Context: an optimization exercise on an open-source flow, tuned for small area. The choices shown serve that exercise and are no tape-out recipe. Only simulation tests tie the RTL to the original design; equivalence was not proved.

## IG
module IG(
	clk,
	rst,
	mode_w,
	datain,
	dataout,
	DCT_out,
	IDCT_out,
	state
);
Size: about 5900 cells after synthesis, roughly 2000 flip-flops, ~73 I/O pins, roughly 78000 µm² of cells after synthesis.
Settings: LEC_CHECK=0, CAP_MARGIN=10, CORE_MARGIN=2, CORE_UTILIZATION=45, CTS_BUF_LIST=sky130_fd_sc_hd__clkbuf_16, CTS_CLUSTER_DIAMETER=100, CTS_CLUSTER_SIZE=25, SLEW_MARGIN=10; clock period 10.0 ns.
run.sh (not shown) runs the stock make flow with config.mk's settings and CLKGATE_MAP_FILE= SYNTH_SCRIPT=/design/flow/synth_recipe.tcl, a recipe that flattens the netlist after the stock synthesis.
The first run went through all stages and came out clean.
Then changed:
CAP_MARGIN = 20   (was 10)
SLEW_MARGIN = 20   (was 10)
Result: Cell area is unchanged; clock skew stays the same; setup slack is unchanged; non-clock buffer count stays the same; maximum frequency stays the same; routed wire length stays the same; synthesized cell count is unchanged; register-to-register slack barely changes.
Then changed:
CTS_CLUSTER_SIZE = 27   (was 25)
What happened:
- The new run completed with no timing, DRC or antenna violations
- hold slack gains 0.0070 ns
- register-to-register slack gains 0.02 ns
- sequential cell count stays the same
- wire length drops by about 0.56%
- critical path depth stays the same
- synthesized cell count does not change


run A:
Starting RTL as in the previous note.
## IG
module IG(
	clk,
	rst,
	mode_w,
	datain,
	dataout,
	DCT_out,
	IDCT_out,
	state
);
input clk,rst,mode_w;
input [21:0] datain;
output [21:0] dataout;
output [11:0] DCT_out;
output [7:0] IDCT_out;
output [5:0] state;
wire [5:0] state_trans;      
wire [21:0] dataout_trans;   
wire [22:0] even_dru,odd_dru;  
wire [21:0] acfout,bdegout;   
wire [21:0] idruout,dataout_temp;  
wire [21:0] addsum,subsum;   
reg mode;
assign state=state_trans;
assign dataout=dataout_temp;
assign DCT_out=dataout_temp[20:9]+dataout_temp[8];
assign IDCT_out=dataout_temp[13:6]+dataout_temp[5];
dru mydru(
	.opa(acfout),
	.opb(bdegout),
	.addsum(addsum),
	.subsum(subsum),
	.datain(datain[21:10]),
	.datain_trans(dataout_trans),
	.rst(rst),
	.clk(clk),
	.mode(mode),
	.state(state_trans[2:0]),
	.even(even_dru),
	.odd(odd_dru)
);
acf myacf(
	.datain(even_dru),
	.clk(clk),
	.rst(rst),
	.mode(mode),
	.state(state_trans[2:0]),
	.dataout(acfout)
);
bdeg mybdeg(
	.datain(odd_dru),
	.clk(clk),
	.rst(rst),
	.mode(mode),
	.state(state_trans[2:0]),
	.dataout(bdegout)
);
idru myidru(
	.MUXA(acfout),
	.MUXB(bdegout),
	.add(addsum),
	.sub(subsum),
	.rst(rst),
	.clk(clk),
	.mode(mode),
	.state(state_trans[2:0]),
	.out_2_trans(idruout),
	.out_2_port(dataout_temp)
);
transpose mytrans(
	clk,
  ...
Settings: LEC_CHECK=0, CAP_MARGIN=20, CORE_MARGIN=2, CORE_UTILIZATION=55, CTS_BUF_LIST=sky130_fd_sc_hd__clkbuf_16, CTS_CLUSTER_DIAMETER=100, CTS_CLUSTER_SIZE=27, SLEW_MARGIN=20; clock period 10.0 ns.
Run A: done, clean on timing, DRC and antenna
Modified inputs, run B compared to run A
# run A
export LEC_CHECK = 0
export CAP_MARGIN = 20
export CORE_MARGIN = 2
export CORE_UTILIZATION = 55
export CTS_BUF_LIST = sky130_fd_sc_hd__clkbuf_16
export CTS_CLUSTER_DIAMETER = 100
export CTS_CLUSTER_SIZE = 27
export SLEW_MARGIN = 20
create_clock -name core_clock -period 10.0 [get_ports {clk}]
# run B
export LEC_CHECK = 0
export CAP_MARGIN = 20
export CORE_MARGIN = 2
export CORE_UTILIZATION = 45
export CTS_BUF_LIST = sky130_fd_sc_hd__clkbuf_16
export CTS_CLUSTER_DIAMETER = 80
export CTS_CLUSTER_SIZE = 25
export GPL_TIMING_DRIVEN = 0
export PLACE_DENSITY = 0.7
export SLEW_MARGIN = 20
create_clock -name core_clock -period 10.0 [get_ports {clk}]
Results
Run B completed; timing, DRC and antenna clean
Compared with run A, in run B final weighted congestion in routability-driven placement higher, register-to-register path setup slack fell 0.85 ns, number of synthesized flops with an enable pin held steady.
Last element of the critical path: DCT_out[9] -> run A, IDCT_out[6] -> run B
Setup changes, run B to run C
# run B
export LEC_CHECK = 0
export CAP_MARGIN = 20
export CORE_MARGIN = 2
export CORE_UTILIZATION = 45
export CTS_BUF_LIST = sky130_fd_sc_hd__clkbuf_16
export CTS_CLUSTER_DIAMETER = 80
export CTS_CLUSTER_SIZE = 25
export GPL_TIMING_DRIVEN = 0
export PLACE_DENSITY = 0.7
export SLEW_MARGIN = 20
create_clock -name core_clock -period 10.0 [get_ports {clk}]
# run C
export LEC_CHECK = 0
export CAP_MARGIN = 20
export CORE_MARGIN = 2
export CORE_UTILIZATION = 45
export CTS_BUF_LIST = sky130_fd_sc_hd__clkbuf_16
export CTS_CLUSTER_DIAMETER = 60
export CTS_CLUSTER_SIZE = 30
export SLEW_MARGIN = 20
create_clock -name core_clock -period 10.0 [get_ports {clk}]
--- outcome ---
- A critical-path cell with the highest stage delay of clkdlybuf4s50_1 is what run C shows, while o21ai_0 belongs to run B.
- Critical path buffer and inverter count in run C is 1 lower than in run B
- Looking at final-layout clock buffer total, run C sits 36% above run B.
- Area of all placed cells without fillers grows slightly when moving from run B to run C.
- Run C leaves more setup margin than run B.
- [compare] base=run B new=run C: via total after detailed routing went down.
- Looking at run C and run B, the number of flip-flops and latches is a wash.

-- port drivers added, routing unchanged --
Ports are ideal in the flow. The routed layouts listed here were re-timed in OpenROAD. Step 1 (the two cells are an assumption about what drives the block):
set clk [get_ports {clk}]
set_driving_cell -lib_cell sky130_fd_sc_hd__clkbuf_16 $clk
set_driving_cell -lib_cell sky130_fd_sc_hd__buf_2 [delete_from_list [all_inputs] $clk]
Step 2 times the ports against the registers' clock, not the clock port: input delays grow and output delays shrink by t, the midpoint of the rising clock arrivals with the driver on. a / b / c = ideal ports / drivers / drivers and shift; a / b = the first two.
| run | t (ns) | setup WS [ns] | hold slack, ns | worst setup path at the end | slew at the worst register clock pin (ns) |
|---|---|---|---|---|---|
| the first run of note 1 | 0.834 | 0.518 / 0.432 / 1.188 | 0.295 / 0.295 / 0.295 | register to register | 0.11 / 0.11 |
| the second run of note 1 | 0.834 | 0.518 / 0.432 / 1.188 | 0.295 / 0.295 / 0.295 | register to register | 0.11 / 0.11 |
| the third run of note 1 | 0.821 | 0.444 / 0.361 / 1.182 | 0.302 / 0.302 / 0.302 | register to output | 0.12 / 0.12 |
| run A | 0.819 | 0.464 / 0.384 / 1.203 | 0.279 / 0.279 / 0.279 | register to output | 0.11 / 0.11 |
| run B | 0.832 | 0.185 / 0.109 / 0.428 | 0.312 / 0.312 / 0.312 | register to register | 0.11 / 0.11 |
| run C | 0.867 | 0.398 / 0.314 / 1.181 | 0.311 / 0.311 / 0.311 | register to output | 0.10 / 0.10 |
After both steps setup and hold are still met in every run listed.
